This design comes from an exercise in tuning for small area on the open sky130 flow, not from production work.
Only simulation tests tie the RTL to the original design; equivalence was not proved.
The flow treats the clock pin as an ideal source, which a real chip does not have.
Power and IR drop assume default switching activity.

==> flow/design.v (excerpt) <==
module exercise2 (
		input logic CLOCK_50_I,
		input logic[3:0] PUSH_BUTTON_I,
		input logic[17:0] SWITCH_I,
		output logic[13:0] SEVEN_SEGMENT_N_O,
		output logic[8:0] LED_GREEN_O
);
localparam logic [15:0] LO_F = 16'd40290;    
localparam logic [5:0]  LO_RESET = 6'd34;
localparam logic [15:0] HI_F = 16'd14790;    
localparam logic [6:0]  HI_RESET = 7'd33;
logic resetn;
logic [5:0] lo;
logic [6:0] hi;
logic [3:0] deb [3:0];
logic [3:0] led_green;
logic [3:0] units;
logic [2:0] tens;
logic stop_count, direction;
logic sample_tick, event_slot, count_tick;
logic [3:0] press;
logic at59, at00, at_limit;
assign resetn = ~SWITCH_I[17];
assign sample_tick = (lo & 6'b101011) == 6'b000000;
assign event_slot  = (lo & 6'b101110) == 6'b000000;
assign count_tick  = ((lo & 6'b111010) == 6'b000000) && ((hi & 7'b1111010) == 7'b0110000);
always_ff @ (posedge CLOCK_50_I or negedge resetn) begin
	if (resetn == 1'b0) begin
		lo <= LO_RESET;
		hi <= HI_RESET;
	end else begin
		lo <= {lo[4:0], LO_F[{lo[5], lo[3], lo[1], lo[0]}]};
		if (sample_tick)
			hi <= {hi[5:0], HI_F[{hi[6], hi[4], hi[1], hi[0]}]};
	end
end
genvar gi;
generate
for (gi = 0; gi < 4; gi = gi + 1) begin : g_deb
	logic [3:0] q, n;
	logic s;
	assign q = deb[gi];
	assign s = ~PUSH_BUTTON_I[gi];
	assign n[0] = s | (q[0] & ~q[2] & q[3]) | (~q[0] & q[1] & ~q[3]) | (~q[0] & ~q[1] & q[2] & q[3]);
	assign n[1] = s | q[0];
	assign n[2] = s | q[1];
	assign n[3] = q[2] | (s & (q[3] | q[0]));
	always_ff @ (posedge CLOCK_50_I or negedge resetn) begin
		if (resetn == 1'b0)
			deb[gi] <= 4'b0000;
		else if (sample_tick)
			deb[gi] <= n;
	end
	assign press[gi] = event_slot && (q[0] & q[2] & ~q[3]);    
end
endgenerate
assign at59 = (tens == 3'd5) && (units == 4'd9);
assign at00 = (tens == 3'd0) && (units == 4'd0);
assign at_limit = (at59 && !direction) || (at00 && direction);
always_ff @ (posedge CLOCK_50_I or negedge resetn) begin
	if (resetn == 1'b0) begin
		led_green <= 4'h0;
		stop_count <= 1'b0;
		direction <= 1'b0;
	end else begin
		led_green <= led_green ^ press;
		if (press[0])
			stop_count <= ~stop_count;
		else if (at_limit)
			stop_count <= 1'b1;
		if (press[0] && at_limit)
			direction <= ~direction;
		if (!(at59 || at00)) begin
			if (press[2])
				direction <= 1'b1;
			else if (press[1])
  ...
Size: roughly 180 cells after synthesis, roughly 42 flip-flops, about 1900 sq um of cells after synthesis.
Settings: LEC_CHECK=0, CAP_MARGIN=5, CORE_MARGIN=2, CORE_UTILIZATION=70, GPL_TIMING_DRIVEN=0, SLEW_MARGIN=5; clock period 5.0 ns.
standard.sh (not shown) runs the stock make flow with config.mk's settings and CLKGATE_MAP_FILE= SYNTH_SCRIPT=/design/flow/synth_recipe.tcl, a recipe that flattens the netlist after the stock synthesis.
==> flow/flow/run.sh <==
#!/bin/bash
# Own layout flow: the standard ORFS flow (standard.sh) with changes that
# only affect how the layout is built, not what it is measured against:
#  * synthesis is the standard one (synth_recipe.tcl: same registers, names and
#    flip-flop cells), except that adders are not pre-mapped to ha/fa cells
#    and ABC maps the combinational logic with an area script (flow/area.abc);
#  * port buffers are sky130_fd_sc_hd__buf_1, and buffers from synthesis are
#    removed at floorplan (REMOVE_ABC_BUFFERS);
#  * the clock: if flow/clkbufs.txt exists ("K cell"), just before CTS the
#    clock sinks are split by position into K groups, each driven by its own
#    clock buffer at the group's centroid (flow/clkbufs.tcl), and TritonCTS
#    then has nothing left to do; otherwise CTS runs with flow/cts_args.txt.
# Each tool's full output is kept in the ORFS logs and in flow_make.log.
set -euo pipefail
W=$(pwd)
F=$W/flow
cp standard.sh flow_standard_copy.log
sed -e "s|^source \$::env(SCRIPTS_DIR)/synth_preamble.tcl|&\nset abc_args [lreplace \$abc_args 1 1 $F/area.abc]|" \
    "$FLOW_HOME/scripts/synth.tcl" > "$W/own_synth_core.tcl"
sed -e "s|\$::env(SCRIPTS_DIR)/synth.tcl|$W/own_synth_core.tcl|" synth_recipe.tcl > "$W/own_synth.tcl"
grep -q "area.abc" "$W/own_synth_core.tcl"
grep -q "own_synth_core" "$W/own_synth.tcl"
export OWN_FLOW_DIR=$F
export BUFFER_PORTS_ARGS="-buffer_cell sky130_fd_sc_hd__buf_1"
# drop the buffers synthesis put between ports at floorplan, as the
# timing-driven placement would otherwise do
export REMOVE_ABC_BUFFERS=1
if [[ -f $F/clkbufs.txt ]]; then
  export PRE_CTS_TCL=$F/clkbufs.tcl
  export CTS_ARGS="-sink_clustering_enable -repair_clock_nets -dont_use_dummy_load"
else
  export CTS_ARGS="$(cat $F/cts_args.txt)"
fi
bash standard.sh SYNTH_SCRIPT="$W/own_synth.tcl" ADDER_MAP_FILE= finish > "$W/flow_make.log" 2>&1
test -f out/final.def
Other scripts of this flow, unchanged in this note and not shown: flow/flow/area.abc, flow/flow/clkbufs.tcl, flow/flow/clkbufs.txt, flow/flow/cts_args.txt
Edit:
CAP_MARGIN = 20   (was 5)
CORE_UTILIZATION = 60   (was 70)
SLEW_MARGIN = 20   (was 5)
After rerunning:
- power stays flat
- cell count is higher by 5.9%
- fmax is higher by 2.7%
- synthesized area stays the same
- routed wire length is lower by 1.5%
- register-to-register slack is better by 0.07 ns
- clock skew stays flat
- clock power is higher by about 5%

[what the ideal ports hide]
Ports are ideal in the flow. The routed layouts listed here were re-timed in OpenROAD.
Step 1, drivers: a clkbuf_16 drives CLOCK_50_I and a buf_2 each remaining input, both assumed.
Step 2, shift: input delay + t, output delay - t, t = (earliest + latest rising clock arrival at the registers) / 2. This alone moves slack from input paths to output paths.
a / b / c = no drivers / after step 1 / after step 2; a / b = the first two.
run	shift t [ns]	slack for setup (ns)	worst data-port slew with drivers (ns)
the first run	0.201	2.332 / 2.332 / 2.332	0.04
the second run	0.206	2.403 / 2.403 / 2.403	0.03
After both steps every run listed still meets setup and hold.
